Background: an optimization exercise with open tools, aiming at small area. Do not read the settings as production practice. Only simulation tests tie the RTL to the original design; equivalence was not proved. Power and IR drop assume default switching activity.

==> flow/design.v, too long to show whole: its modules and the start of the top module <==
// module IKAOPLL_srlatch: 14 lines
// module IKAOPLL_dlatch: 10 lines
// module IKAOPLL_sr: 26 lines
// module IKAOPLL_timinggen: 112 lines
// module IKAOPLL_reg: 274 lines
// module IKAOPLL_rw_synchronizer: 47 lines
// module IKAOPLL_d9reg: 21 lines
// module IKAOPLL_instrom: 84 lines
// module IKAOPLL_lfo: 71 lines
// module IKAOPLL_pg: 149 lines
// module IKAOPLL_eg: 301 lines
// module IKAOPLL_op: 193 lines
// module IKAOPLL_logsinrom: 101 lines
// module IKAOPLL_exprom: 104 lines
// module IKAOPLL_dac: 85 lines
// module IKAOPLL: 236 lines
// module ikaopll_top: 51 lines
module ikaopll_top (
    input   wire                i_EMUCLK,
    input   wire                i_phiM_PCEN_n,
    input   wire                i_IC_n,
    input   wire                i_ALTPATCH_EN,
    input   wire                i_CS_n,
    input   wire                i_WR_n,
    input   wire                i_A0,
    input   wire        [7:0]   i_D,
    output  wire        [1:0]   o_D,
    output  wire                o_D_OE,
    output  wire                o_DAC_EN_MO,
    output  wire                o_DAC_EN_RO,
    output  wire                o_IMP_NOFLUC_SIGN,
    output  wire        [7:0]   o_IMP_NOFLUC_MAG,
    output  wire signed [9:0]   o_IMP_FLUC_SIGNED_MO,
    output  wire signed [9:0]   o_IMP_FLUC_SIGNED_RO,
    input   wire signed [4:0]   i_ACC_SIGNED_MOVOL,
    input   wire signed [4:0]   i_ACC_SIGNED_ROVOL,
    output  wire                o_ACC_SIGNED_STRB,
    output  wire signed [15:0]  o_ACC_SIGNED
);
  // ...
==> flow/run.sh <==
#!/bin/bash
# synth_recipe.tcl (not shown) runs the flow's synth.tcl, then flattens the netlist and writes it again
# the make line also repeats each setting of config.mk as NAME=value (left out here)
make -C /OpenROAD-flow-scripts/flow DESIGN_CONFIG=/design/flow/config.mk WORK_HOME=/design/flow/orfs CLKGATE_MAP_FILE= SYNTH_SCRIPT=/design/flow/synth_recipe.tcl finish
==> flow/config.mk <==
export PLATFORM = sky130hd
export DESIGN_NAME = ikaopll_top
export DESIGN_NICKNAME = ikaopll_top
export VERILOG_FILES = /design/flow/design.v
export SDC_FILE = /design/flow/constraint.sdc
export NUM_CORES = 4
export LEC_CHECK = 0
export ABC_AREA = 1
export CAP_MARGIN = 20
export CORE_MARGIN = 2
export CORE_UTILIZATION = 60
export CTS_CLUSTER_DIAMETER = 120
export CTS_CLUSTER_SIZE = 28
export SLEW_MARGIN = 20
==> flow/constraint.sdc <==
create_clock -name core_clock -period 10.0 [get_ports {i_EMUCLK}]
set_input_delay 2.0000 -clock core_clock [delete_from_list [all_inputs] [get_ports {i_EMUCLK}]]
set_output_delay 2.0000 -clock core_clock [all_outputs]
set_load 0.01 [all_outputs]
==> impl_metrics.csv, run 1 <==
group,metric,value,unit
layout,clock_area_share,2.65,%
run_status,outcome,"complete, no violations",
layout,seqCellArea,0.0420,mm²
critical_path,cp_top_family,"adder cells",
place,gp_congestion,0.977,
timing,timing.final.crit_share,92.0,%
global_route,grt-busiest-layer,"met1",
power_and_ir_drop,total_power,16.2,mW
cts,clockBufferDepth,3,
die,die_h,328,µm
logic_synthesis,ys_seq_elements,1442,
cts,cts_max_level,2,
die,nWellTaps,1380,
logic_synthesis,synthTopCellsByArea,"edfxtp_1, nand2_1, dfxtp_1",
cts,clkLatencyLatePin,0.73,ns
route,drt_wl_total,145000,µm
logic_synthesis,yosys_warnings,43,
logic_synthesis,synth.most_common_cell,"edfxtp_1",
logic_synthesis,synth.avg_cell_area,11.9,µm²
logic_synthesis,synth_top_family_by_area,"simple AND/OR/NAND/NOR gates",
power_and_ir_drop,power.internal,10.4,mW
place,placed_area,0.0655,mm²
critical_path,end_kind,"register",
global_route,grt_overflow,0,
logic_synthesis,yosys.area_share.simple,11.1,%
global_route,global_route.usage.met3,3.27,%
global_route,grt_pass1_vias,37200,
timing,hold_violations,0,
==> module IKAOPLL_timinggen, before the edit <==
module IKAOPLL_timinggen #(parameter FULLY_SYNCHRONOUS = 1, parameter FAST_RESET = 0) (
    input   wire            i_EMUCLK,  
    input   wire            i_phiM_PCEN_n,
    input   wire            i_IC_n,
    output  wire            o_RST_n,
    output  wire            o_phi1_PCEN_n,  
    output  wire            o_phi1_NCEN_n,  
    output  wire            o_DAC_EN,
    input   wire            i_RHYTHM_EN,
    output  wire            o_CYCLE_00, o_CYCLE_12, o_CYCLE_17, o_CYCLE_20, o_CYCLE_21,
    output  wire            o_CYCLE_D3_ZZ, o_CYCLE_D4, o_CYCLE_D4_ZZ,
    output  wire            o_CYCLE_03, o_CYCLE_13, o_ACC_STRB_WINDOW,
    output  reg     [4:0]   o_SLOT_INDEX,
    output  wire            o_MnC_SEL, o_INHIBIT_FDBK,
    output  reg             o_HH_TT_SEL,
    output  wire            o_MO_CTRL, o_RO_CTRL
);
wire            phi1ncen_n = o_phi1_NCEN_n;
wire            ic_n_zzzz;
reg             ic_n_negedge;  
wire            phi1_init = ic_n_negedge;
generate
if(FULLY_SYNCHRONOUS == 0) begin : FULLY_SYNCHRONOUS_0_reset_syncchain
    reg     [2:0]   ic_n_internal;
    always @(posedge i_EMUCLK) if(!i_phiM_PCEN_n) begin 
        ic_n_internal[0] <= i_IC_n; 
        ic_n_internal[2:1] <= ic_n_internal[1:0];  
    end
    always @(posedge i_EMUCLK) if(!i_phiM_PCEN_n) begin
        ic_n_negedge <= ic_n_internal[0] & ~ic_n_internal[2];
    end
    assign  ic_n_zzzz = ic_n_internal[1];
    assign  o_RST_n = ic_n_internal[2];
end
else begin : FULLY_SYNCHRONOUS_1_reset_syncchain
    reg     [4:0]   ic_n_internal;
    always @(posedge i_EMUCLK) if(!i_phiM_PCEN_n) begin 
        ic_n_internal[0] <= i_IC_n; 
        ic_n_internal[4:1] <= ic_n_internal[3:0];  
    end
    always @(posedge i_EMUCLK) if(!i_phiM_PCEN_n) begin
        ic_n_negedge <= ic_n_internal[2] & ~ic_n_internal[4];
    end
    assign  ic_n_zzzz = ic_n_internal[3];
    assign  o_RST_n = ic_n_internal[4];
end
endgenerate
reg     [3:0]   phisr;
wire            phi1p = phisr[1];
wire            phi1n = phisr[3];
assign          o_DAC_EN = phisr[0];
generate
if(FAST_RESET == 0) begin : FAST_RESET_0_phi1gen
    always @(posedge i_EMUCLK) if(!i_phiM_PCEN_n) begin
        if(phi1_init)   phisr <= 4'b1111;  
        else      begin phisr[3:1] <= phisr[2:0]; phisr[0] <= ~&{phisr} & phisr[3]; end  
    end
end
else begin : FAST_RESET_1_phi1gen
    always @(posedge i_EMUCLK) if(!(i_phiM_PCEN_n & ic_n_zzzz)) begin
        if(phi1_init)   phisr <= 4'b1111;  
        else      begin phisr[3:1] <= phisr[2:0]; phisr[0] <= ~&{phisr} & phisr[3]; end  
    end
end
endgenerate
generate
if(FAST_RESET == 0) begin : FAST_RESET_0_cenout
    assign  o_phi1_PCEN_n = phi1p | i_phiM_PCEN_n;  
    assign  o_phi1_NCEN_n = phi1n | i_phiM_PCEN_n;
end
else begin : FAST_RESET_1_cenout
    assign  o_phi1_PCEN_n = (phi1p | i_phiM_PCEN_n | ic_n_negedge) & ic_n_zzzz;  
    assign  o_phi1_NCEN_n = (phi1n | i_phiM_PCEN_n | ic_n_negedge) & ic_n_zzzz;
end
endgenerate
reg     [2:0]   mcyccntr_lo;
reg     [1:0]   mcyccntr_hi;
wire    [4:0]   mc = {mcyccntr_hi, mcyccntr_lo};
always @(posedge i_EMUCLK) if(phi1_init ? !i_phiM_PCEN_n : !phi1ncen_n) begin
    if(phi1_init) begin
        mcyccntr_lo <= 3'd0;
        mcyccntr_hi <= 2'd0;
    end
    else begin
        mcyccntr_lo <= (mcyccntr_lo == 3'd5) ? 3'd0 : mcyccntr_lo + 3'd1;
        if(mcyccntr_lo == 3'd5) mcyccntr_hi <= (mcyccntr_hi == 2'd2) ? 2'd0 : mcyccntr_hi + 2'd1;
    end
end
assign  o_CYCLE_21 = mc == 5'd21;
assign  o_CYCLE_20 = mc == 5'd20;
assign  o_CYCLE_17 = mc == 5'd17;
assign  o_CYCLE_12 = mc == 5'd12;
assign  o_CYCLE_00 = mc == 5'd0;
assign  o_CYCLE_D4 = mc[4];
assign  o_CYCLE_D4_ZZ = (mc == 5'd0) | (mc == 5'd1) | (mc[4] & (mc[2:1] != 2'b00));  
assign  o_CYCLE_D3_ZZ = (~mc[4] & mc[3] & (mc[2:1] != 2'b00)) | (mc == 5'd16) | (mc == 5'd17);  
assign  o_CYCLE_03 = mc == 5'd3;
assign  o_CYCLE_13 = mc == 5'd13;
assign  o_ACC_STRB_WINDOW = (mc >= 5'd8) & (mc <= 5'd18);
always @(*) begin
    case(mc[4:3])
        2'd0:    o_SLOT_INDEX = {2'b00, mc[2:0]};
        2'd1:    o_SLOT_INDEX = 5'd6 + {2'b00, mc[2:0]};
        default: o_SLOT_INDEX = 5'd12 + {2'b00, mc[2:0]};
    endcase
end
assign  o_MnC_SEL       =  &{(~mc[2] | mc[0]), (mc[2] | ~mc[1])};  
assign  o_INHIBIT_FDBK  = ~|{o_MnC_SEL, ((mc == 5'd20) & i_RHYTHM_EN), ((mc == 5'd19) & i_RHYTHM_EN)};
assign  o_MO_CTRL       = ~|{(i_RHYTHM_EN & o_CYCLE_D4_ZZ), ~o_MnC_SEL};
assign  o_RO_CTRL       =  &{(~o_MnC_SEL | o_CYCLE_D4_ZZ), ~(mc == 5'd18), ~(mc == 5'd12), i_RHYTHM_EN};  
always @(posedge i_EMUCLK) if(!phi1ncen_n) o_HH_TT_SEL <= &{o_MnC_SEL, ~((mc[4:1] == 4'b1000) & i_RHYTHM_EN)};
endmodule
==> module IKAOPLL_eg, before the edit <==
module IKAOPLL_eg (
    input   wire            i_EMUCLK,  
    input   wire            i_RST_n,
    input   wire            i_phi1_PCEN_n,  
    input   wire            i_phi1_NCEN_n,  
    input   wire            i_CYCLE_00, i_CYCLE_21, i_MnC_SEL, i_HH_TT_SEL,
    input   wire    [3:0]   i_TEST,
    input   wire    [8:0]   i_FNUM,
    input   wire    [2:0]   i_BLOCK,
    input   wire            i_KON,
    input   wire            i_SUSEN,
    input   wire    [5:0]   i_TL,
    input   wire            i_ETYP,
    input   wire            i_AM,
    input   wire    [3:0]   i_AMVAL,
    input   wire            i_KSR,
    input   wire    [1:0]   i_KSL,
    input   wire    [3:0]   i_AR, i_DR, i_RR, i_SL,
    input   wire            i_EG_ENVCNTR_TEST_DATA,
    output  wire            o_PG_PHASE_RST,
    output  wire    [6:0]   o_OP_ATTNLV,
    output  wire            o_OP_ATTNLV_MAX
);
wire            emuclk = i_EMUCLK;
wire            phi1pcen_n = i_phi1_PCEN_n;
wire            phi1ncen_n = i_phi1_NCEN_n;
function automatic [16:0] rca16;
    input   [15:0]  a, b;
    input           ci;
    integer         k;
    reg             c;
    begin
        c = ci;
        for(k = 0; k < 16; k = k + 1) begin
            rca16[k] = a[k] ^ b[k] ^ c;
            c = (a[k] & b[k]) | (c & (a[k] ^ b[k]));
        end
        rca16[16] = c;
    end
endfunction
reg     [1:0]   eg_prescaler;
reg             eg_prescaler_d0_z;
wire            serial_val_latch = i_CYCLE_00 & eg_prescaler_d0_z;
always @(posedge emuclk) begin
    if(!i_RST_n) eg_prescaler <= 2'd0;
    else begin if(!phi1ncen_n) begin
        if(i_CYCLE_21) eg_prescaler <= eg_prescaler + 2'd1;
    end end
    if(!phi1ncen_n) eg_prescaler_d0_z <= eg_prescaler[0];
end
reg     [17:0]  envcntr_sr;
reg             envcntr_adder_co_z;
wire    [1:0]   envcntr_adder = ((envcntr_adder_co_z | i_CYCLE_00) & eg_prescaler == 2'd3) + envcntr_sr[0];
always @(posedge emuclk) if(!phi1ncen_n) begin
    envcntr_adder_co_z <= envcntr_adder[1] & i_RST_n;  
    envcntr_sr[17] <= envcntr_adder[0] & i_RST_n;
    envcntr_sr[16] <= i_TEST[3] ? i_EG_ENVCNTR_TEST_DATA : envcntr_sr[17];
    envcntr_sr[15:0] <= envcntr_sr[16:1]; 
end
reg     [1:0]   envcntr;
always @(posedge emuclk) if(!phi1pcen_n) if(serial_val_latch) envcntr <= envcntr_sr[1:0];
reg     [16:0]  debug_envcntr;
always @(posedge emuclk) if(!phi1pcen_n) if(serial_val_latch) debug_envcntr <= envcntr_sr[16:0];
reg             rst_z;
reg             det_one;
reg     [16:0]  zb_sr;
always @(posedge emuclk) if(!phi1ncen_n) begin
    rst_z <= ~i_RST_n;
    det_one <= ~(~(i_CYCLE_00 | rst_z) & (envcntr_sr[17] | ~det_one));
    zb_sr[16] <= det_one & envcntr_sr[17];
    zb_sr[15:0] <= zb_sr[16:1];
end
reg     [3:0]   conseczerobitcntr;
always @(posedge emuclk) if(!phi1pcen_n) if(serial_val_latch) begin
    conseczerobitcntr[3] <= zb_sr[7] | zb_sr[8] | zb_sr[9] | zb_sr[10] | zb_sr[11] | zb_sr[12];
    conseczerobitcntr[2] <= zb_sr[3] | zb_sr[4] | zb_sr[5] | zb_sr[6]  | zb_sr[11] | zb_sr[12];
    conseczerobitcntr[1] <= zb_sr[1] | zb_sr[2] | zb_sr[5] | zb_sr[6]  | zb_sr[9]  | zb_sr[10];
    conseczerobitcntr[0] <= zb_sr[0] | zb_sr[2] | zb_sr[4] | zb_sr[6]  | zb_sr[8]  | zb_sr[10] | zb_sr[12];
end
wire    [1:0]   cyc2c_next_envstat;
wire    [1:0]   cyc17r_envstat, cyc19r_envstat;
IKAOPLL_sr #(.WIDTH(2), .LENGTH(18), .TAP0(16)) u_cyc2r_cyc19r_envstatreg
(.i_EMUCLK(i_EMUCLK), .i_CEN_n(i_phi1_NCEN_n), .i_D(cyc2c_next_envstat), .o_Q_TAP0(cyc17r_envstat), .o_Q_LAST(cyc19r_envstat),
 .o_Q_TAP1(), .o_Q_TAP2());
wire            cyc2c_decay_end, cyc2c_attnlv_min, cyc18c_attnlv_quite;  
reg             cyc18r_kon, cyc19r_kon;
reg             cyc18r_attnlv_quite, cyc19r_attnlv_quite;
always @(posedge emuclk) if(!phi1ncen_n) begin
    cyc18r_kon <= i_KON;
    cyc19r_kon <= cyc18r_kon;
    cyc18r_attnlv_quite <= cyc18c_attnlv_quite;
    cyc19r_attnlv_quite <= cyc18r_attnlv_quite;
end
wire            cyc18c_start_attack = cyc17r_envstat == 2'd3 & cyc18c_attnlv_quite & i_KON;
reg             cyc18r_start_attack, cyc19r_start_attack;
always @(posedge emuclk) if(!phi1ncen_n) begin
    cyc18r_start_attack <= cyc18c_start_attack;
    cyc19r_start_attack <= cyc18r_start_attack;
end
reg     [14:0]  hh_tt_start_attack_dly;  
assign  o_PG_PHASE_RST = i_HH_TT_SEL ? hh_tt_start_attack_dly[14] : cyc18r_start_attack;
always @(posedge emuclk) if(!phi1ncen_n) begin
    hh_tt_start_attack_dly[0] <= cyc18r_start_attack;
    hh_tt_start_attack_dly[14:1] <= hh_tt_start_attack_dly[13:0];
end
wire    [1:0]   envstat_masked = cyc17r_envstat & {2{~cyc18c_start_attack}};
assign  cyc2c_next_envstat[1] = |{~i_RST_n,
                                  ~cyc19r_start_attack & ~cyc19r_kon,
                                  ~cyc19r_start_attack &  cyc19r_envstat == 2'd3,
                                  ~cyc19r_start_attack &  cyc19r_envstat == 2'd2,
                                  ~cyc19r_start_attack &  cyc19r_envstat == 2'd1 &  cyc2c_decay_end};
assign  cyc2c_next_envstat[0] = |{~i_RST_n,
                                  ~cyc19r_start_attack & ~cyc19r_kon,
                                  ~cyc19r_start_attack &  cyc19r_envstat == 2'd3,
                                  ~cyc19r_start_attack &  cyc19r_envstat == 2'd1 & ~cyc2c_decay_end,
                                  ~cyc19r_start_attack &  cyc19r_envstat == 2'd0 &  cyc2c_attnlv_min};
wire    [1:0]   cyc0c_egparam_sel = {( i_KON & cyc17r_envstat == 2'd3 & ~cyc18c_attnlv_quite), (~i_KON & ~i_SUSEN & ~i_MnC_SEL & ~i_ETYP)};
reg     [3:0]   cyc0r_egparam_muxed;
reg     [3:0]   cyc0r_ksr_factor;
always @(posedge emuclk) if(!phi1ncen_n) begin
    case(cyc0c_egparam_sel)
        2'b10: cyc0r_egparam_muxed <= 4'd12;  
        2'b01: cyc0r_egparam_muxed <= 4'd7;   
        2'b00: begin
            case(envstat_masked)
                2'd0: cyc0r_egparam_muxed <= i_AR;
                2'd1: cyc0r_egparam_muxed <= i_DR;
                2'd2: cyc0r_egparam_muxed <= i_ETYP ? 4'd0 : i_RR;
                2'd3: cyc0r_egparam_muxed <= i_SUSEN ? 4'd5 : i_RR;
            endcase
        end
        2'b11: cyc0r_egparam_muxed <= 4'd15;  
    endcase
    cyc0r_ksr_factor <= i_KSR ? {i_BLOCK[2:0], i_FNUM[8]} : {2'b00, i_BLOCK[2:1]};
end
wire    [16:0]  cyc1c_egparam_scaled_w = rca16({12'd0, cyc0r_egparam_muxed}, {14'd0, cyc0r_ksr_factor[3:2]}, 1'b0);
wire    [4:0]   cyc1c_egparam_scaled = cyc1c_egparam_scaled_w[4:0];
wire    [3:0]   cyc1c_egparam_saturated = cyc1c_egparam_scaled[4] ? 4'd15 : cyc1c_egparam_scaled[3:0];  
reg     [1:0]   cyc1r_eg_prescaler;
reg     [3:0]   cyc1r_egparam_saturated;
reg     [3:0]   cyc1r_attenrate;  
reg             cyc1r_envdeltaweight_intensity;
reg     [1:0]   cyc1r_ksr_factor_lo;
reg             cyc1r_egparam_zero;
always @(posedge emuclk) if(!phi1ncen_n) begin
    cyc1r_eg_prescaler <= eg_prescaler;
    cyc1r_egparam_saturated <= cyc1c_egparam_saturated;
    cyc1r_attenrate <= conseczerobitcntr;
    cyc1r_envdeltaweight_intensity <= (cyc0r_ksr_factor[1]      & ~envcntr[0]) |
							          (cyc0r_ksr_factor[0]      &  envcntr == 2'd0) |
							          (cyc0r_ksr_factor == 2'd3 &  envcntr == 2'd1);
    cyc1r_ksr_factor_lo <= cyc0r_ksr_factor[1:0];
    cyc1r_egparam_zero <= cyc0r_egparam_muxed == 4'd0;
end
wire    [16:0]  cyc2c_egparam_final_w = rca16({12'd0, cyc1r_egparam_saturated}, {12'd0, cyc1r_attenrate}, 1'b0);
wire    [3:0]   cyc2c_egparam_final = cyc2c_egparam_final_w[3:0];  
wire            cyc2c_slow_atten = (cyc2c_egparam_final == 4'd12 & cyc1r_egparam_saturated < 4'd12 & ~cyc1r_egparam_zero) |
                                   (cyc2c_egparam_final == 4'd13 & cyc1r_egparam_saturated < 4'd12 & ~cyc1r_egparam_zero & cyc1r_ksr_factor_lo[1]) |
                                   (cyc2c_egparam_final == 4'd14 & cyc1r_egparam_saturated < 4'd12 & ~cyc1r_egparam_zero & cyc1r_ksr_factor_lo[0]);
wire            cyc2c_attn_act = (~cyc19r_attnlv_quite & cyc19r_envstat[1]      & ~cyc19r_start_attack) |
                                 (~cyc19r_attnlv_quite & cyc19r_envstat == 2'd1 & ~cyc19r_start_attack & ~cyc2c_decay_end);
wire    [3:0]   cyc2c_attndelta_sel;
assign  cyc2c_attndelta_sel[0] =  cyc2c_slow_atten | 
                                 (cyc1r_egparam_saturated == 4'd12 & ~cyc1r_envdeltaweight_intensity);
assign  cyc2c_attndelta_sel[1] = (cyc1r_egparam_saturated == 4'd12 &  cyc1r_envdeltaweight_intensity) |
                                 (cyc1r_egparam_saturated == 4'd13 & ~cyc1r_envdeltaweight_intensity);
assign  cyc2c_attndelta_sel[2] = (cyc1r_egparam_saturated == 4'd13 &                               cyc1r_envdeltaweight_intensity) |
                                 (cyc1r_egparam_saturated == 4'd14 &                              ~cyc1r_envdeltaweight_intensity) |
                                 (cyc1r_egparam_saturated == 4'd12 & cyc1r_eg_prescaler == 2'd3 & ~cyc1r_envdeltaweight_intensity & cyc2c_attn_act) |
                                 (cyc1r_egparam_saturated == 4'd12 & cyc1r_eg_prescaler[0]      &  cyc1r_envdeltaweight_intensity & cyc2c_attn_act) |
                                 (cyc1r_egparam_saturated == 4'd13 & cyc1r_eg_prescaler[0]      & ~cyc1r_envdeltaweight_intensity & cyc2c_attn_act) |
                                 (cyc2c_slow_atten                 & cyc1r_eg_prescaler == 2'd3                                   & cyc2c_attn_act);
assign  cyc2c_attndelta_sel[3] = (cyc1r_egparam_saturated == 4'd14 &  cyc1r_envdeltaweight_intensity) |
                                  cyc1r_egparam_saturated == 4'd15;
wire            cyc2c_dec_attnlv = cyc19r_envstat == 2'd0 & cyc19r_kon & cyc1r_egparam_saturated != 4'd15 & ~cyc2c_attnlv_min;
wire    [6:0]   cyc19r_attnlv;
wire    [6:0]   cyc19r_attnlv_masked = cyc2c_dec_attnlv ? ~cyc19r_attnlv : 7'd0;
wire    [6:0]   cyc2c_attndelta_in0 = cyc2c_attndelta_sel[0] ? {{4{cyc2c_dec_attnlv}}, cyc19r_attnlv_masked[6:4]} : 7'd0;
wire    [6:0]   cyc2c_attndelta_in1 = cyc2c_attndelta_sel[1] ? {{3{cyc2c_dec_attnlv}}, cyc19r_attnlv_masked[6:3]} : 7'd0;
wire    [6:0]   cyc2c_attndelta_in2 = cyc2c_attndelta_sel[2] ? {{2{cyc2c_dec_attnlv}}, cyc19r_attnlv_masked[6:3], cyc2c_attn_act | cyc19r_attnlv_masked[2]} : 7'd0;
wire    [6:0]   cyc2c_attndelta_in3 = cyc2c_attndelta_sel[3] ? {{1{cyc2c_dec_attnlv}}, cyc19r_attnlv_masked[6:3], cyc2c_attn_act | cyc19r_attnlv_masked[2], cyc19r_attnlv_masked[1]} : 7'd0;
wire    [6:0]   cyc2c_attndelta = cyc2c_attndelta_in0 | cyc2c_attndelta_in1 | cyc2c_attndelta_in2 | cyc2c_attndelta_in3;
wire            cyc2c_curr_attnlv_en = ~(cyc1r_egparam_saturated == 4'd15 & cyc19r_start_attack);
wire            cyc2c_curr_attnlv_force_max = (cyc19r_attnlv_quite & |{cyc19r_envstat} & ~cyc19r_start_attack) | ~i_RST_n;
wire    [6:0]   cyc2c_curr_attnlv = cyc2c_curr_attnlv_force_max ? 7'd127 :
                                                                  cyc2c_curr_attnlv_en ? cyc19r_attnlv : 7'd0;
wire    [16:0]  cyc2c_next_attnlv_w = rca16({9'd0, cyc2c_curr_attnlv}, {9'd0, cyc2c_attndelta}, 1'b0);
wire    [6:0]   cyc2c_next_attnlv = cyc2c_next_attnlv_w[6:0];  
reg     [6:0]   cyc2r_attnlv;
always @(posedge emuclk) if(!phi1ncen_n) cyc2r_attnlv <= i_RST_n ? cyc2c_next_attnlv : 7'd127;
wire    [6:0]   cyc17r_attnlv, cyc18r_attnlv;
IKAOPLL_sr #(.WIDTH(7), .LENGTH(17), .TAP0(15), .TAP1(16)) u_cyc3r_cyc19r_attnlvreg
(.i_EMUCLK(i_EMUCLK), .i_CEN_n(phi1ncen_n), .i_D(cyc2r_attnlv), .o_Q_TAP0(cyc17r_attnlv), .o_Q_TAP1(cyc18r_attnlv), .o_Q_LAST(cyc19r_attnlv),
 .o_Q_TAP2());
assign  cyc18c_attnlv_quite = cyc17r_attnlv[6:2] == 5'b11111;
reg     [3:0]   cyc18r_sl;
always @(posedge emuclk) if(!phi1ncen_n) cyc18r_sl <= i_SL;
reg     [3:0]   cyc19r_sl;
always @(posedge emuclk) if(!phi1ncen_n) cyc19r_sl <= cyc18r_sl;
assign  cyc2c_attnlv_min = cyc19r_attnlv == 7'd0;
assign  o_OP_ATTNLV_MAX = cyc19r_attnlv == 7'd127;
assign  cyc2c_decay_end = cyc19r_attnlv[6:3] == cyc19r_sl;
reg     [6:0]   cyc18c_ksval_base;
always @(*) begin
    case(i_FNUM[8:5])
        4'h0: cyc18c_ksval_base = 7'd0;
        4'h1: cyc18c_ksval_base = 7'd32;
        4'h2: cyc18c_ksval_base = 7'd40;
        4'h3: cyc18c_ksval_base = 7'd45;
        4'h4: cyc18c_ksval_base = 7'd48;
        4'h5: cyc18c_ksval_base = 7'd51;
        4'h6: cyc18c_ksval_base = 7'd53;
        4'h7: cyc18c_ksval_base = 7'd55;
        4'h8: cyc18c_ksval_base = 7'd56;
        4'h9: cyc18c_ksval_base = 7'd58;
        4'hA: cyc18c_ksval_base = 7'd59;
        4'hB: cyc18c_ksval_base = 7'd60;
        4'hC: cyc18c_ksval_base = 7'd61;
        4'hD: cyc18c_ksval_base = 7'd62;
        4'hE: cyc18c_ksval_base = 7'd63;
        4'hF: cyc18c_ksval_base = 7'd64;
    endcase
end
wire    [16:0]  cyc18c_ksval_adder_hi_w = rca16({13'd0, cyc18c_ksval_base[5:3]}, {13'd0, i_BLOCK}, 1'b0);
wire    [3:0]   cyc18c_ksval_adder_hi = cyc18c_ksval_adder_hi_w[3:0];
wire    [5:0]   cyc18c_ksval = (cyc18c_ksval_adder_hi[3] | cyc18c_ksval_base[6]) ? {cyc18c_ksval_adder_hi[2:0], cyc18c_ksval_base[2:0]} : 6'd0;
reg     [6:0]   cyc18c_ksval_shifted;
always @(*) begin
    case(i_KSL)
        2'd0: cyc18c_ksval_shifted = 7'd0;
        2'd1: cyc18c_ksval_shifted = {2'b00, cyc18c_ksval[5:1]};
        2'd2: cyc18c_ksval_shifted = {1'b0, cyc18c_ksval};
        2'd3: cyc18c_ksval_shifted = {cyc18c_ksval, 1'b0};
    endcase
end
reg     [7:0]   cyc18r_ksval_tl;
wire    [16:0]  cyc18c_ksval_tl_w = rca16({9'd0, cyc18c_ksval_shifted}, {9'd0, i_TL, 1'b0}, 1'b0);
always @(posedge emuclk) if(!phi1ncen_n) cyc18r_ksval_tl <= cyc18c_ksval_tl_w[7:0];
reg     [7:0]   cyc18r_am;
always @(posedge emuclk) if(!phi1ncen_n) cyc18r_am <= i_AM;
wire    [16:0]  cyc19c_ksval_am_w = rca16({9'd0, cyc18r_ksval_tl[6:0]}, {12'd0, (cyc18r_am ? i_AMVAL : 4'd0)}, 1'b0);
wire    [7:0]   cyc19c_ksval_am = cyc19c_ksval_am_w[7:0];
wire    [16:0]  cyc19c_attnlv_scaled_w = rca16({9'd0, cyc19c_ksval_am[6:0]}, {9'd0, cyc18r_attnlv}, 1'b0);
wire    [7:0]   cyc19c_attnlv_scaled = cyc19c_attnlv_scaled_w[7:0];
wire            cyc19c_ksval_ovfl = cyc18r_ksval_tl[7] | cyc19c_ksval_am[7] | cyc19c_attnlv_scaled[7];
wire    [6:0]   cyc19c_attnlv_saturated = cyc19c_ksval_ovfl ? 7'd127 : cyc19c_attnlv_scaled[6:0];
reg     [6:0]   cyc19r_final_attnlv;
always @(posedge emuclk) if(!phi1ncen_n) cyc19r_final_attnlv <= i_TEST[0] ? 7'd0 : cyc19c_attnlv_saturated;
assign  o_OP_ATTNLV = cyc19r_final_attnlv;
reg     [4:0]   debug_cyccntr;
reg     [6:0]   debug_envreg_static[0:17];
reg     [1:0]   debug_envstat_static[0:17];
reg     [1:0]   debug_cyc2r_next_envstat;
always @(posedge emuclk) if(!phi1ncen_n) begin
    if(i_CYCLE_21) debug_cyccntr <= 5'd0;
    else debug_cyccntr <= debug_cyccntr + 5'd1;
    case(debug_cyccntr)
        5'd1 : debug_envreg_static[0]  <= ~o_OP_ATTNLV;  
        5'd4 : debug_envreg_static[1]  <= ~o_OP_ATTNLV;  
        5'd2 : debug_envreg_static[2]  <= ~o_OP_ATTNLV;  
        5'd5 : debug_envreg_static[3]  <= ~o_OP_ATTNLV;  
        5'd3 : debug_envreg_static[4]  <= ~o_OP_ATTNLV;  
        5'd6 : debug_envreg_static[5]  <= ~o_OP_ATTNLV;  
        5'd7 : debug_envreg_static[6]  <= ~o_OP_ATTNLV;  
        5'd10: debug_envreg_static[7]  <= ~o_OP_ATTNLV;  
        5'd8 : debug_envreg_static[8]  <= ~o_OP_ATTNLV;  
        5'd11: debug_envreg_static[9]  <= ~o_OP_ATTNLV;  
        5'd9 : debug_envreg_static[10] <= ~o_OP_ATTNLV;  
        5'd12: debug_envreg_static[11] <= ~o_OP_ATTNLV;  
        5'd13: debug_envreg_static[12] <= ~o_OP_ATTNLV;  
        5'd16: debug_envreg_static[13] <= ~o_OP_ATTNLV;  
        5'd14: debug_envreg_static[14] <= ~o_OP_ATTNLV;  
        5'd17: debug_envreg_static[15] <= ~o_OP_ATTNLV;  
        5'd15: debug_envreg_static[16] <= ~o_OP_ATTNLV;  
        5'd0 : debug_envreg_static[17] <= ~o_OP_ATTNLV;  
        default: ;
    endcase
    debug_cyc2r_next_envstat <= cyc2c_next_envstat;
    case(debug_cyccntr)
        5'd2 : debug_envstat_static[0]  <= debug_cyc2r_next_envstat;  
        5'd5 : debug_envstat_static[1]  <= debug_cyc2r_next_envstat;  
        5'd3 : debug_envstat_static[2]  <= debug_cyc2r_next_envstat;  
        5'd6 : debug_envstat_static[3]  <= debug_cyc2r_next_envstat;  
        5'd4 : debug_envstat_static[4]  <= debug_cyc2r_next_envstat;  
        5'd7 : debug_envstat_static[5]  <= debug_cyc2r_next_envstat;  
        5'd8 : debug_envstat_static[6]  <= debug_cyc2r_next_envstat;  
        5'd11: debug_envstat_static[7]  <= debug_cyc2r_next_envstat;  
        5'd9 : debug_envstat_static[8]  <= debug_cyc2r_next_envstat;  
        5'd12: debug_envstat_static[9]  <= debug_cyc2r_next_envstat;  
        5'd10: debug_envstat_static[10] <= debug_cyc2r_next_envstat;  
        5'd13: debug_envstat_static[11] <= debug_cyc2r_next_envstat;  
        5'd14: debug_envstat_static[12] <= debug_cyc2r_next_envstat;  
        5'd17: debug_envstat_static[13] <= debug_cyc2r_next_envstat;  
        5'd15: debug_envstat_static[14] <= debug_cyc2r_next_envstat;  
        5'd0 : debug_envstat_static[15] <= debug_cyc2r_next_envstat;  
        5'd16: debug_envstat_static[16] <= debug_cyc2r_next_envstat;  
        5'd1 : debug_envstat_static[17] <= debug_cyc2r_next_envstat;  
        default: ;
    endcase
end
endmodule
==> module IKAOPLL_op, before the edit <==
module IKAOPLL_op (
    input   wire            i_EMUCLK,  
    input   wire            i_RST_n,
    input   wire            i_phi1_PCEN_n,  
    input   wire            i_phi1_NCEN_n,  
    input   wire            i_CYCLE_00, i_CYCLE_21, i_HH_TT_SEL, i_INHIBIT_FDBK,
    input   wire    [3:0]   i_TEST,
    input   wire            i_DC, i_DM,
    input   wire    [2:0]   i_FB,
    input   wire    [9:0]   i_OP_PHASE,
    input   wire    [6:0]   i_OP_ATTNLV,
    input   wire            i_OP_ATTNLV_MAX,
    output  wire    [8:0]   o_DAC_OPDATA
);
wire            emuclk = i_EMUCLK;
wire            phi1pcen_n = i_phi1_PCEN_n;
wire            phi1ncen_n = i_phi1_NCEN_n;
function automatic [16:0] rca16;
    input   [15:0]  a, b;
    input           ci;
    integer         k;
    reg             c;
    begin
        c = ci;
        for(k = 0; k < 16; k = k + 1) begin
            rca16[k] = a[k] ^ b[k] ^ c;
            c = (a[k] & b[k]) | (c & (a[k] ^ b[k]));
        end
        rca16[16] = c;
    end
endfunction
reg             cyc18r_dc, cyc18r_dm;
reg     [2:0]   cyc18r_fb;
always @(posedge emuclk) if(!phi1ncen_n) begin
    cyc18r_dc <= i_DC;
    cyc18r_dm <= i_DM;
    cyc18r_fb <= i_FB;
end
reg     [9:0]   cyc19c_op_fdbk;
wire    [16:0]  cyc19c_phase_modded_w = {7'd0, i_OP_PHASE + cyc19c_op_fdbk};  
wire    [9:0]   cyc19c_phase_modded = cyc19c_phase_modded_w[9:0];
wire    [7:0]   cyc19c_logsin_addr = cyc19c_phase_modded[8] ? ~cyc19c_phase_modded[7:0] : cyc19c_phase_modded[7:0];  
wire    [45:0]  cyc19c_logsin_data;
IKAOPLL_logsinrom u_cyc19c_logsinrom (.i_EMUCLK(emuclk), .i_CEN_n(phi1pcen_n), .i_ADDR(cyc19c_logsin_addr[5:1]), .o_DATA(cyc19c_logsin_data));
wire    [45:0]  ls = cyc19c_logsin_data;
reg     [10:0]  cyc19c_logsin_op0, cyc19c_logsin_op1;
always @(*) begin
    case(cyc19c_logsin_addr[7:6])
        2'd0: cyc19c_logsin_op0 = {ls[45], ls[44], ls[42], ls[40], ls[36], ls[32], ls[27], ls[22], ls[17], ls[11],  ls[4]};
        2'd1: cyc19c_logsin_op0 = {  1'b0,   1'b0, ls[43], ls[41], ls[37], ls[33], ls[28], ls[23], ls[18], ls[12],  ls[5]};
        2'd2: cyc19c_logsin_op0 = {  1'b0,   1'b0,   1'b0,   1'b0, ls[38], ls[34], ls[29], ls[24], ls[19], ls[13],  ls[6]};
        2'd3: cyc19c_logsin_op0 = {  1'b0,   1'b0,   1'b0,   1'b0,   1'b0,   1'b0, ls[30], ls[25], ls[20], ls[14],  ls[7]};
    endcase
    case(cyc19c_logsin_addr[7:6])
        2'd0: cyc19c_logsin_op1 = {  1'b0,   1'b0, ls[39], ls[39], ls[35], ls[31], ls[26], ls[21], ls[15],  ls[8],  ls[0]} & {10{~cyc19c_logsin_addr[0]}};
        2'd1: cyc19c_logsin_op1 = {  1'b0,   1'b0,   1'b0,   1'b0,   1'b0,   1'b0,   1'b0,   1'b0, ls[16],  ls[9],  ls[1]} & {10{~cyc19c_logsin_addr[0]}};
        2'd2: cyc19c_logsin_op1 = {  1'b0,   1'b0,   1'b0,   1'b0,   1'b0,   1'b0,   1'b0,   1'b0,   1'b0, ls[10],  ls[2]} & {10{~cyc19c_logsin_addr[0]}};
        2'd3: cyc19c_logsin_op1 = {  1'b0,   1'b0,   1'b0,   1'b0,   1'b0,   1'b0,   1'b0,   1'b0,   1'b0,   1'b0,  ls[3]} & {10{~cyc19c_logsin_addr[0]}};
    endcase 
end
wire    [11:0]  cyc19c_lswave_sum = cyc19c_logsin_op0 + cyc19c_logsin_op1;  
reg     [11:0]  cyc19r_lswave_raw;
reg             cyc19r_lswave_sign;
reg             cyc19r_dc, cyc19r_dm;
always @(posedge emuclk) if(!phi1ncen_n) begin
    cyc19r_lswave_raw <= cyc19c_lswave_sum[11:0];
    cyc19r_lswave_sign <= cyc19c_phase_modded[9];
    cyc19r_dc <= cyc18r_dc;
    cyc19r_dm <= cyc18r_dm;
end
wire    [16:0]  cyc20c_lswave_attenuated_w = rca16({8'd0, cyc19r_lswave_raw[11:4]}, {9'd0, i_OP_ATTNLV}, 1'b0);
wire    [12:0]  cyc20c_lswave_attenuated = {cyc20c_lswave_attenuated_w[8:0], cyc19r_lswave_raw[3:0]};  
wire    [11:0]  cyc20c_lswave_saturated = cyc20c_lswave_attenuated[12] ? 11'd0 : ~cyc20c_lswave_attenuated[11:0];  
wire    [47:0]  cyc20c_exp_data;
IKAOPLL_exprom u_cyc20c_exprom (.i_EMUCLK(emuclk), .i_CEN_n(phi1pcen_n), .i_ADDR(cyc20c_lswave_saturated[5:1]), .o_DATA(cyc20c_exp_data));
wire    [47:0]  e = cyc20c_exp_data;
reg     [9:0]   cyc20c_exp_op0, cyc20c_exp_op1;
always @(*) begin
    case(cyc20c_lswave_saturated[7:6])
        2'd0: cyc20c_exp_op0 = {  1'b0,   1'b0,  e[39],  e[35],  e[31],  e[27],  e[23],  e[15],   e[8],   e[0]};
        2'd1: cyc20c_exp_op0 = {  1'b0,  e[43],  e[40],  e[36],  e[32],  e[28],  e[24],  e[16],   e[9],   e[1]};
        2'd2: cyc20c_exp_op0 = { e[46],  e[44],  e[41],  e[37],  e[33],  e[29],  e[25],  e[17],  e[10],   e[2]};
        2'd3: cyc20c_exp_op0 = { e[47],  e[45],  e[42],  e[38],  e[34],  e[30],  e[26],  e[18],  e[11],   e[3]};
    endcase
    case(cyc20c_lswave_saturated[7:6])
        2'd0: cyc20c_exp_op1 = {  1'b0,   1'b0,   1'b0,   1'b0,   1'b0,   1'b0,   1'b0,  e[19],  e[12],   e[4]} & {7'b0000000, {3{cyc20c_lswave_saturated[0]}}};
        2'd1: cyc20c_exp_op1 = {  1'b0,   1'b0,   1'b0,   1'b0,   1'b0,   1'b0,   1'b0,  e[20],  e[13],   e[5]} & {7'b0000000, {3{cyc20c_lswave_saturated[0]}}};
        2'd2: cyc20c_exp_op1 = {  1'b0,   1'b0,   1'b0,   1'b0,   1'b0,   1'b0,   1'b0,  e[21],   1'b0,   e[6]} & {7'b0000000, {3{cyc20c_lswave_saturated[0]}}};
        2'd3: cyc20c_exp_op1 = {  1'b0,   1'b0,   1'b0,   1'b0,   1'b0,   1'b0,   1'b0,  e[22],  e[14],   e[7]} & {7'b0000000, {3{cyc20c_lswave_saturated[0]}}};
    endcase 
end
reg     [9:0]   cyc20r_fpwave_mantissa;
reg     [3:0]   cyc20r_fpwave_exponent;
reg             cyc20r_fpwave_sign;
reg             cyc20r_dc, cyc20r_dm, cyc20r_attnlv_max;
always @(posedge emuclk) if(!phi1ncen_n) begin
    cyc20r_fpwave_mantissa <= cyc20c_exp_op0 + cyc20c_exp_op1;  
    cyc20r_fpwave_exponent <= cyc20c_lswave_saturated[11:8];
    cyc20r_fpwave_sign <= cyc19r_lswave_sign;
    cyc20r_dc <= cyc19r_dc;
    cyc20r_dm <= cyc19r_dm;
    cyc20r_attnlv_max <= i_OP_ATTNLV_MAX;
end
wire            cyc21c_fpwave_shifter_mute =  cyc20r_attnlv_max | 
                                             ( i_INHIBIT_FDBK & cyc20r_dm & cyc20r_fpwave_sign) | 
                                             (~i_INHIBIT_FDBK & cyc20r_dc & cyc20r_fpwave_sign);
wire            cyc21c_intwave_flip = cyc20r_fpwave_sign & ~cyc20r_attnlv_max;
reg     [10:0]  cyc21c_fpwave_shifter0, cyc21c_fpwave_shifter1;
always @(*) begin
    case(cyc20r_fpwave_exponent[1:0])
        2'd0: cyc21c_fpwave_shifter0 = {4'b0001, cyc20r_fpwave_mantissa[9:3]};
        2'd1: cyc21c_fpwave_shifter0 = {3'b001, cyc20r_fpwave_mantissa[9:2]};
        2'd2: cyc21c_fpwave_shifter0 = {2'b01, cyc20r_fpwave_mantissa[9:1]};
        2'd3: cyc21c_fpwave_shifter0 = {1'b1, cyc20r_fpwave_mantissa[9:0]};
    endcase
    if(cyc21c_fpwave_shifter_mute) cyc21c_fpwave_shifter1 = 11'd0;
    else begin
        case(cyc20r_fpwave_exponent[3:2])
            2'd0: cyc21c_fpwave_shifter1 = 11'd0;
            2'd1: cyc21c_fpwave_shifter1 = {8'b0, cyc21c_fpwave_shifter0[10:8]};
            2'd2: cyc21c_fpwave_shifter1 = {4'b0, cyc21c_fpwave_shifter0[10:4]};
            2'd3: cyc21c_fpwave_shifter1 = cyc21c_fpwave_shifter0;
        endcase
    end
end
wire    [11:0]  cyc21c_intwave_flipped = cyc21c_intwave_flip ? {1'b1, ~cyc21c_fpwave_shifter1} : {1'b0, cyc21c_fpwave_shifter1};
assign  o_DAC_OPDATA = cyc21c_intwave_flipped[11:3];
wire    [11:0]  cyc21c_mod_z_tap6, cyc21c_mod_zz_tap6;
wire    [11:0]  cyc21c_mod_z_tap9, cyc21c_mod_zz_tap9;
wire    [16:0]  cyc21c_modsum_w = rca16({{4{cyc21c_mod_z_tap6[11]}}, cyc21c_mod_z_tap6}, {{4{cyc21c_mod_zz_tap6[11]}}, cyc21c_mod_zz_tap6}, 1'b0);
wire    [12:0]  cyc21c_modsum = cyc21c_modsum_w[12:0];
wire    [11:0]  op_z_reg_d = i_RST_n ? (i_INHIBIT_FDBK ? cyc21c_intwave_flipped : cyc21c_mod_z_tap9) : 12'd0;
IKAOPLL_sr #(.WIDTH(12), .LENGTH(9), .TAP0(6)) u_op_z_reg
(.i_EMUCLK(i_EMUCLK), .i_CEN_n(phi1ncen_n), .i_D(op_z_reg_d), .o_Q_TAP0(cyc21c_mod_z_tap6), .o_Q_LAST(cyc21c_mod_z_tap9),
 .o_Q_TAP1(), .o_Q_TAP2());
wire    [11:0]  op_zz_reg_d = i_RST_n ? (i_INHIBIT_FDBK ? cyc21c_mod_z_tap9 : cyc21c_mod_zz_tap9) : 12'd0;
IKAOPLL_sr #(.WIDTH(12), .LENGTH(9), .TAP0(6)) u_op_zz_reg
(.i_EMUCLK(i_EMUCLK), .i_CEN_n(phi1ncen_n), .i_D(op_zz_reg_d), .o_Q_TAP0(cyc21c_mod_zz_tap6), .o_Q_LAST(cyc21c_mod_zz_tap9),
 .o_Q_TAP1(), .o_Q_TAP2());
reg     [8:0]   cyc21r_intwave;
reg     [11:0]  cyc21r_modsum;
reg             cyc21r_inhibit_fdbk;
always @(posedge emuclk) if(!phi1ncen_n) begin
    cyc21r_intwave <= cyc21c_intwave_flipped[8:0];  
    cyc21r_modsum <= cyc21c_modsum[12:1];  
    cyc21r_inhibit_fdbk <= i_INHIBIT_FDBK;
end
always @(*) begin
    case({i_HH_TT_SEL, cyc21r_inhibit_fdbk})
        2'b10: begin
            case(cyc18r_fb)
                3'd1: cyc19c_op_fdbk = {{4{cyc21r_modsum[11]}}, cyc21r_modsum[11:6]}; 
                3'd2: cyc19c_op_fdbk = {{3{cyc21r_modsum[11]}}, cyc21r_modsum[11:5]}; 
                3'd3: cyc19c_op_fdbk = {{2{cyc21r_modsum[11]}}, cyc21r_modsum[11:4]}; 
                3'd4: cyc19c_op_fdbk = {{1{cyc21r_modsum[11]}}, cyc21r_modsum[11:3]}; 
                3'd5: cyc19c_op_fdbk = cyc21r_modsum[11:2];
                3'd6: cyc19c_op_fdbk = cyc21r_modsum[10:1];
                3'd7: cyc19c_op_fdbk = cyc21r_modsum[9:0];
                3'd0: cyc19c_op_fdbk = 10'd0;
            endcase
        end
        2'b01: cyc19c_op_fdbk = {cyc21r_intwave, 1'b0};
        default: cyc19c_op_fdbk = 10'd0;
    endcase
end
reg     [4:0]   debug_cyccntr;
reg     [11:0]  debug_opwavereg_static[0:17];
always @(posedge emuclk) if(!phi1ncen_n) begin
    if(i_CYCLE_21) debug_cyccntr <= 5'd0;
    else debug_cyccntr <= debug_cyccntr + 5'd1;
    case(debug_cyccntr)
        5'd2 : debug_opwavereg_static[0]  <= cyc21c_intwave_flipped;  
        5'd5 : debug_opwavereg_static[1]  <= cyc21c_intwave_flipped;  
        5'd3 : debug_opwavereg_static[2]  <= cyc21c_intwave_flipped;  
        5'd6 : debug_opwavereg_static[3]  <= cyc21c_intwave_flipped;  
        5'd4 : debug_opwavereg_static[4]  <= cyc21c_intwave_flipped;  
        5'd7 : debug_opwavereg_static[5]  <= cyc21c_intwave_flipped;  
        5'd8 : debug_opwavereg_static[6]  <= cyc21c_intwave_flipped;  
        5'd11: debug_opwavereg_static[7]  <= cyc21c_intwave_flipped;  
        5'd9 : debug_opwavereg_static[8]  <= cyc21c_intwave_flipped;  
        5'd12: debug_opwavereg_static[9]  <= cyc21c_intwave_flipped;  
        5'd10: debug_opwavereg_static[10] <= cyc21c_intwave_flipped;  
        5'd13: debug_opwavereg_static[11] <= cyc21c_intwave_flipped;  
        5'd14: debug_opwavereg_static[12] <= cyc21c_intwave_flipped;  
        5'd17: debug_opwavereg_static[13] <= cyc21c_intwave_flipped;  
        5'd15: debug_opwavereg_static[14] <= cyc21c_intwave_flipped;  
        5'd0 : debug_opwavereg_static[15] <= cyc21c_intwave_flipped;  
        5'd16: debug_opwavereg_static[16] <= cyc21c_intwave_flipped;  
        5'd1 : debug_opwavereg_static[17] <= cyc21c_intwave_flipped;  
        default: ;
    endcase
end
endmodule
==> run 2: changes to the inputs <==
--- a/flow/design.v
+++ b/flow/design.v
@@ -65,2 +65,3 @@
     output  reg             o_HH_TT_SEL,
+    output  wire            o_HH_TT_SEL_NEXT,  
     output  wire            o_MO_CTRL, o_RO_CTRL
@@ -160,3 +161,4 @@
 assign  o_RO_CTRL       =  &{(~o_MnC_SEL | o_CYCLE_D4_ZZ), ~(mc == 5'd18), ~(mc == 5'd12), i_RHYTHM_EN};  
-always @(posedge i_EMUCLK) if(!phi1ncen_n) o_HH_TT_SEL <= &{o_MnC_SEL, ~((mc[4:1] == 4'b1000) & i_RHYTHM_EN)};
+assign  o_HH_TT_SEL_NEXT = &{o_MnC_SEL, ~((mc[4:1] == 4'b1000) & i_RHYTHM_EN)};
+always @(posedge i_EMUCLK) if(!phi1ncen_n) o_HH_TT_SEL <= o_HH_TT_SEL_NEXT;
 endmodule
@@ -814,2 +816,3 @@
     input   wire            i_CYCLE_00, i_CYCLE_21, i_MnC_SEL, i_HH_TT_SEL,
+    input   wire    [4:0]   i_SLOT_INDEX,
     input   wire    [3:0]   i_TEST,
@@ -873,3 +876,2 @@
 reg             det_one;
-reg     [16:0]  zb_sr;
 always @(posedge emuclk) if(!phi1ncen_n) begin
@@ -877,4 +879,7 @@
     det_one <= ~(~(i_CYCLE_00 | rst_z) & (envcntr_sr[17] | ~det_one));
-    zb_sr[16] <= det_one & envcntr_sr[17];
-    zb_sr[15:0] <= zb_sr[16:1];
+end
+reg     [3:0]   zb_cnt;
+always @(posedge emuclk) if(!phi1ncen_n) begin
+    if(i_CYCLE_00) zb_cnt <= 4'd0;
+    else if(det_one & envcntr_sr[17]) zb_cnt <= (i_SLOT_INDEX <= 5'd13) ? i_SLOT_INDEX[3:0] : 4'd0;
 end
@@ -882,6 +887,3 @@
 always @(posedge emuclk) if(!phi1pcen_n) if(serial_val_latch) begin
-    conseczerobitcntr[3] <= zb_sr[7] | zb_sr[8] | zb_sr[9] | zb_sr[10] | zb_sr[11] | zb_sr[12];
-    conseczerobitcntr[2] <= zb_sr[3] | zb_sr[4] | zb_sr[5] | zb_sr[6]  | zb_sr[11] | zb_sr[12];
-    conseczerobitcntr[1] <= zb_sr[1] | zb_sr[2] | zb_sr[5] | zb_sr[6]  | zb_sr[9]  | zb_sr[10];
-    conseczerobitcntr[0] <= zb_sr[0] | zb_sr[2] | zb_sr[4] | zb_sr[6]  | zb_sr[8]  | zb_sr[10] | zb_sr[12];
+    conseczerobitcntr <= zb_cnt;
 end
@@ -1114,3 +1116,3 @@
     input   wire            i_phi1_NCEN_n,  
-    input   wire            i_CYCLE_00, i_CYCLE_21, i_HH_TT_SEL, i_INHIBIT_FDBK,
+    input   wire            i_CYCLE_00, i_CYCLE_21, i_HH_TT_SEL, i_HH_TT_SEL_NEXT, i_INHIBIT_FDBK,
     input   wire    [3:0]   i_TEST,
@@ -1141,3 +1143,2 @@
 reg             cyc18r_dc, cyc18r_dm;
-reg     [2:0]   cyc18r_fb;
 always @(posedge emuclk) if(!phi1ncen_n) begin
@@ -1145,3 +1146,2 @@
     cyc18r_dm <= i_DM;
-    cyc18r_fb <= i_FB;
 end
@@ -1248,26 +1248,24 @@
  .o_Q_TAP1(), .o_Q_TAP2());
-reg     [8:0]   cyc21r_intwave;
-reg     [11:0]  cyc21r_modsum;
-reg             cyc21r_inhibit_fdbk;
-always @(posedge emuclk) if(!phi1ncen_n) begin
-    cyc21r_intwave <= cyc21c_intwave_flipped[8:0];  
-    cyc21r_modsum <= cyc21c_modsum[12:1];  
-    cyc21r_inhibit_fdbk <= i_INHIBIT_FDBK;
-end
+wire    [8:0]   cyc21r_intwave = cyc21c_intwave_flipped[8:0];  
+wire    [11:0]  cyc21r_modsum = cyc21c_modsum[12:1];  
+wire            cyc21r_inhibit_fdbk = i_INHIBIT_FDBK;
+wire    [2:0]   cyc18r_fb = i_FB;
+reg     [9:0]   cyc19c_op_fdbk_next;
+always @(posedge emuclk) if(!phi1ncen_n) cyc19c_op_fdbk <= cyc19c_op_fdbk_next;
 always @(*) begin
-    case({i_HH_TT_SEL, cyc21r_inhibit_fdbk})
+    case({i_HH_TT_SEL_NEXT, cyc21r_inhibit_fdbk})
         2'b10: begin
             case(cyc18r_fb)
-                3'd1: cyc19c_op_fdbk = {{4{cyc21r_modsum[11]}}, cyc21r_modsum[11:6]}; 
-                3'd2: cyc19c_op_fdbk = {{3{cyc21r_modsum[11]}}, cyc21r_modsum[11:5]}; 
-                3'd3: cyc19c_op_fdbk = {{2{cyc21r_modsum[11]}}, cyc21r_modsum[11:4]}; 
-                3'd4: cyc19c_op_fdbk = {{1{cyc21r_modsum[11]}}, cyc21r_modsum[11:3]}; 
-                3'd5: cyc19c_op_fdbk = cyc21r_modsum[11:2];
-                3'd6: cyc19c_op_fdbk = cyc21r_modsum[10:1];
-                3'd7: cyc19c_op_fdbk = cyc21r_modsum[9:0];
-                3'd0: cyc19c_op_fdbk = 10'd0;
+                3'd1: cyc19c_op_fdbk_next = {{4{cyc21r_modsum[11]}}, cyc21r_modsum[11:6]}; 
+                3'd2: cyc19c_op_fdbk_next = {{3{cyc21r_modsum[11]}}, cyc21r_modsum[11:5]}; 
+                3'd3: cyc19c_op_fdbk_next = {{2{cyc21r_modsum[11]}}, cyc21r_modsum[11:4]}; 
+                3'd4: cyc19c_op_fdbk_next = {{1{cyc21r_modsum[11]}}, cyc21r_modsum[11:3]}; 
+                3'd5: cyc19c_op_fdbk_next = cyc21r_modsum[11:2];
+                3'd6: cyc19c_op_fdbk_next = cyc21r_modsum[10:1];
+                3'd7: cyc19c_op_fdbk_next = cyc21r_modsum[9:0];
+                3'd0: cyc19c_op_fdbk_next = 10'd0;
             endcase
         end
-        2'b01: cyc19c_op_fdbk = {cyc21r_intwave, 1'b0};
-        default: cyc19c_op_fdbk = 10'd0;
+        2'b01: cyc19c_op_fdbk_next = {cyc21r_intwave, 1'b0};
+        default: cyc19c_op_fdbk_next = 10'd0;
     endcase
@@ -1628,3 +1626,3 @@
 wire    [4:0]   slot_index;
-wire            m_nc_sel, inhibit_fdbk, hh_tt_sel;
+wire            m_nc_sel, inhibit_fdbk, hh_tt_sel, hh_tt_sel_next;
 wire            mo_ctrl, ro_ctrl;
@@ -1676,2 +1674,3 @@
     .o_HH_TT_SEL                (hh_tt_sel                  ),
+    .o_HH_TT_SEL_NEXT           (hh_tt_sel_next             ),
     .o_MO_CTRL                  (mo_ctrl                    ),
@@ -1765,2 +1764,3 @@
     .i_HH_TT_SEL                (hh_tt_sel                  ),
+    .i_SLOT_INDEX               (slot_index                 ),
     .i_TEST                     (test                       ),
@@ -1793,2 +1793,3 @@
     .i_HH_TT_SEL                (hh_tt_sel                  ),
+    .i_HH_TT_SEL_NEXT           (hh_tt_sel_next             ),
     .i_INHIBIT_FDBK             (inhibit_fdbk               ),
==> flow/flow/run.sh (new file) <==
#!/bin/bash
# Own flow: the standard layout (the standard.sh, with its standard synthesis),
# except that the port buffers are the smallest buffer cell rather than the one
# buffer_ports picks by default. Every input and output port still gets a buffer.
set -e
cp standard.sh standard_sh_copy.log
export BUFFER_PORTS_ARGS="-buffer_cell sky130_fd_sc_hd__buf_1"
bash standard.sh > standard.log 2>&1
==> flow/standard.sh (new file) <==
#!/bin/bash
# synth_recipe.tcl (not shown) runs the flow's synth.tcl, then flattens the netlist and writes it again
# the make line also repeats each setting of config.mk as NAME=value (left out here)
make -C /OpenROAD-flow-scripts/flow DESIGN_CONFIG=/design/flow/config.mk WORK_HOME=/design/flow/orfs CLKGATE_MAP_FILE= SYNTH_SCRIPT=/design/flow/synth_recipe.tcl "${@:-finish}"
--- a/flow/config.mk
+++ b/flow/config.mk
@@ -10,3 +10,3 @@
 export CORE_MARGIN = 2
-export CORE_UTILIZATION = 60
+export CORE_UTILIZATION = 70
 export CTS_CLUSTER_DIAMETER = 120
removed: flow/run.sh
==> run 2 against run 1 <==
  * Clock skew grew 0.045 ns
  * Utilization grew 9.7 points
  * Synthesized cell count grew 0.74%
  * Sequential power shrank 1%
  * Routed wire length grew 13%
  * Total power is essentially flat
  * Via count grew 6.6%
  * Die area shrank 15%
  * Global-route usage grew 8.5 points
==> impl_metrics.csv, run 2 <==
group,metric,value,unit
critical_path,crit_type,"reg -> reg",
critical_path,regToRegEndpoint,"u_opll.u_PG.cyc0r_phase_product[14]",
timing,timing.final.crit_share,95.3,%
cts,clk_pin_slew_worst_paths,0.12,ns
logic_synthesis,ys_seq_elements,1414,
power_and_ir_drop,powerDensity,246,mW/mm²
logic_synthesis,yosys.area.top_type_share,61.3,%
global_route,grt_usage,35.2,%
timing,tightest_slew,1.21,ns
global_route,grt_overflow,0,
route,drc_errors,0,
cts,cts_buffers,58,
timing,slew_headroom,19.3,%
route,routed.top_layer,"met5",
layout,final_nets,5656,
logic_synthesis,synth.most_common_cell,"edfxtp_1",
die,core,0.0886,mm²
route,drt_pass1_iterations,8,
critical_path,crit_required,10.46,ns
global_route,grt_antenna_before_repair,6,
die,rows,109,
cts,cts_max_level,2,
timing,tns,0,ns
logic_synthesis,synth-main-ff-cell,"edfxtp_1",
route,drt_wl_total,163000,µm
die,die_h,303,µm
logic_synthesis,synthXorXnorAreaFrac,1.42,%
layout,layout_commonest_cell,"edfxtp_1",
logic_synthesis,yosys_warnings,43,
critical_path,slowest_delay,0.55,ns
run,max_cap_viol_count,0,
logic_synthesis,synthMuxAreaShare,0.114,%
layout,n_antenna_cell,0,
logic_synthesis,postSynthCellCount,5340,
layout,drive_gt1_share,4.40,%
timing,hold_violations,0,
logic_synthesis,netlist_area,0.0627,mm²
route,wl_per_cell,24.8,µm
route,vias_per_cell,6.43,
critical_path,crit_top_cell,"nor2_1",
cts,clkLatencyLatePin,0.72,ns
logic_synthesis,synthDistinctLibCells,68,
critical_path,crit_slowest_cell,"fa_1",
logic_synthesis,seq_area_frac_synth,65.6,%
route,vias,42300,
place,post-dp-hpwl,113000,µm
critical_path,critPathLaunchType,"register",
die,dieArea,0.0920,mm²
min_path,min_path_type,"reg -> reg",
logic_synthesis,synthAdderAreaFrac,6.56,%
layout,top_register,"u_opll.u_PG.u_cyc4r_cyc18r_phase_sr.sr",
min_path,hold_path_depth,0,
critical_path,rrSetupSlack,0.47,ns
cts,cts_tree,"yes",
run_status,outcome,"complete, no violations",
logic_synthesis,synth_top_family_by_area,"simple AND/OR/NAND/NOR gates",
global_route,grt_pass1_vias,40300,
layout,fin_cells,6574,
route,first_iter_violations,6440,
layout,reg.largest.list,"u_opll.u_PG.u_cyc4r_cyc18r_phase_sr.sr: 285 flops, u_opll.u_EG.u_cyc3r_cyc19r_attnlvreg.sr: 119 flops",
power_and_ir_drop,irDropWorstVdd,0.292,mV
power_and_ir_drop,leakage,25.6,nW
logic_synthesis,ys_top_cells_by_count,"edfxtp_1, nand2_1, inv_1",
logic_synthesis,synthTopCellsByArea,"edfxtp_1, nand2_1, dfxtp_1",
place,dp.cells,6462,
logic_synthesis,synth_edf_count,1281,
place,portBuffers,75,
logic_synthesis,synth_compound_area_share,9.54,%
layout,area_growth,5.24,%
critical_path,critPathMaxFanout,14,
timing,hold_ws,0.336,ns
die,start_util,70.7,%
route,wl_met3,15900,µm
die,ios,76,
cts,root_buffer,"clkbuf_16",
logic_synthesis,async_flop_share,0,%
global_route,grt_max_degree,206,
route,ant_nets,0,
critical_path,rr_worst_depth,51,
die,die_x,303,µm
critical_path,r2r-start,"u_opll.u_TIMINGGEN.mcyccntr_hi[0]",
timing,fin_crit,9.53,ns
timing,timing.fmax,105,MHz
logic_synthesis,synth_nets,5628,
logic_synthesis,synth.avg_cell_area,11.7,µm²
route,wl_met2,76100,µm
critical_path,end_kind,"register",
timing,final_max_slew_viol_count,0,
timing,finClkSkew,0.0818,ns
global_route,grt_pass1_wl,241000,µm
route,m1WireLength,62300,µm
logic_synthesis,yosys.area_share.simple,11.6,%
critical_path,cp.arrival,9.99,ns
timing,rsz0062_at_grt,"false",
layout,largest_register_ffs,285,
place,pre_cts_slack,0.669,ns
place,gp_congestion,1.01,
cts,clockBufferDepth,3,
layout,layout_common_cells,"edfxtp_1, nand2_1, inv_1",
logic_synthesis,yosys.area.top_type,"edfxtp_1",
timing,fin_ws,0.474,ns
timing,setup_viol,0,
cts,numClockSinks,1414,
==> run 2: cell count changes after synthesis, sizes merged, moves of 9 or more <==
cell and change:
a221oi +17, edfxtp -28, o21bai -10, nand2 -33, nand4 +13, a22oi -20, o221ai -9, nor2 +30
nand3 +25, inv +37, o21ai +9
==> run 2: per-layer routing <==
metal  GRT usage [%]  vias to the layer above
met2            56.1                     2882
met1            49.0                    20200
met3            5.25                      564
li1                -                    18600
met4            15.4                        6
met5               0                        -
==> run 2: logic make-up (layout without fill, tap and decap cells) <==
logic type | count (synthesis) | count (layout)
simple gates | 1689 | 1689
mux | 7 | 7
xor+xnor | 102 | 102
fa+ha+maj | 263 | 263
buf+inv | 826 | 895
compound gates | 1039 | 1039
flops | 1414 | 1414
==> run 2: through the flow <==
step	utilization [%]	power, mW	cell area (µm²)
after floorplan	-	11.5	62700
after global placement	72.4	13.1	64200
after detailed placement	72.4	13.3	64200
after CTS	74.3	16.1	65900
after global routing	74.5	17.1	66000
final	74.5	16.2	66000
==> run 2: worst max-delay path by stage <==
stage	startpoint	end	slack [ns]	cells after the start
finish	u_opll.u_TIMINGGEN.mcyccntr_hi[0]	u_opll.u_PG.cyc0r_phase_product[14]	0.47	51
global route	u_opll.u_TIMINGGEN.mcyccntr_lo[1]	u_opll.u_PG.cyc0r_phase_product[14]	0.01	52
CTS	u_opll.u_TIMINGGEN.mcyccntr_lo[2]	u_opll.u_PG.cyc0r_phase_product[14]	0.29	51
detailed placement	u_opll.u_TIMINGGEN.mcyccntr_lo[2]	u_opll.u_PG.cyc0r_phase_product[14]	0.67	48
global placement	u_opll.u_TIMINGGEN.mcyccntr_lo[2]	u_opll.u_PG.cyc0r_phase_product[14]	1.06	48
floorplan	u_opll.u_PG.cyc0r_block[0]	u_opll.u_PG.cyc1r_phase_current[18]	1.68	29
==> run 2: what timing repair did <==
| action | in CTS | in global routing |
|---|---|---|
| gates resized for setup | 0 | 4 |
| hold buffers | 0 | 0 |
| endpoints found under the setup margin | 0 | 4 |
| buffers inserted | 0 | 10 |
==> run 2: worst max-delay path: cells and delay by family (launching register included) <==
family	cells	cell delay [ns]
AND/OR/NAND/NOR	23	3.29
XOR/XNOR	1	0.14
AO/OA/AOI/OAI	9	1.44
buffers and inverters	10	1.01
adder cells (fa/ha/maj)	8	2.82
flip-flops	1	0.54
==> run 2: final cells by class <==
class | count | area (µm²)
sequential | 1414 | 41100
fill | 5464 | 22600
clock inverter | 8 | 138
clock buffer | 93 | 1580
inverter | 657 | 2470
timing repair buffer | 137 | 820
multi-input combinational | 3100 | 18400
tap | 1165 | 1460
==> run 2: power breakdown <==
part           internal (mW)  total, mW  leakage, nW  switching (mW)
sequential              7.29       7.62         13.4           0.332
combinational           1.78       5.72         11.4            3.94
clock                   1.12       2.88        0.812            1.75
total                   10.2       16.2         25.6            6.02

-- afterwards: timing with drivers on the ports --
In the flow no input, the clock included, has a driving cell. The finished layouts below were timed again as built, in two steps.
Step 1, drivers: a clkbuf_16 drives i_EMUCLK and a buf_2 each remaining input, both assumed.
Step 2 moves the port delays by t, midway between the first and last clock arrival at a register: inputs arrive t later, outputs are due t later. That takes back most of the time a late clock gives input paths.
Three values: ideal, step 1, step 2; two values: the first two.
run	t, ns	slack for setup (ns)	worst setup path at the end	slew at the worst register clock pin (ns)	worst data-port slew with drivers (ns)
run 1	0.778	0.804 / 0.804 / 0.804	register to register	0.12 / 0.12	0.04
run 2	0.760	0.474 / 0.474 / 0.474	register to register	0.12 / 0.12	0.26
After both steps every run listed still meets setup and hold.
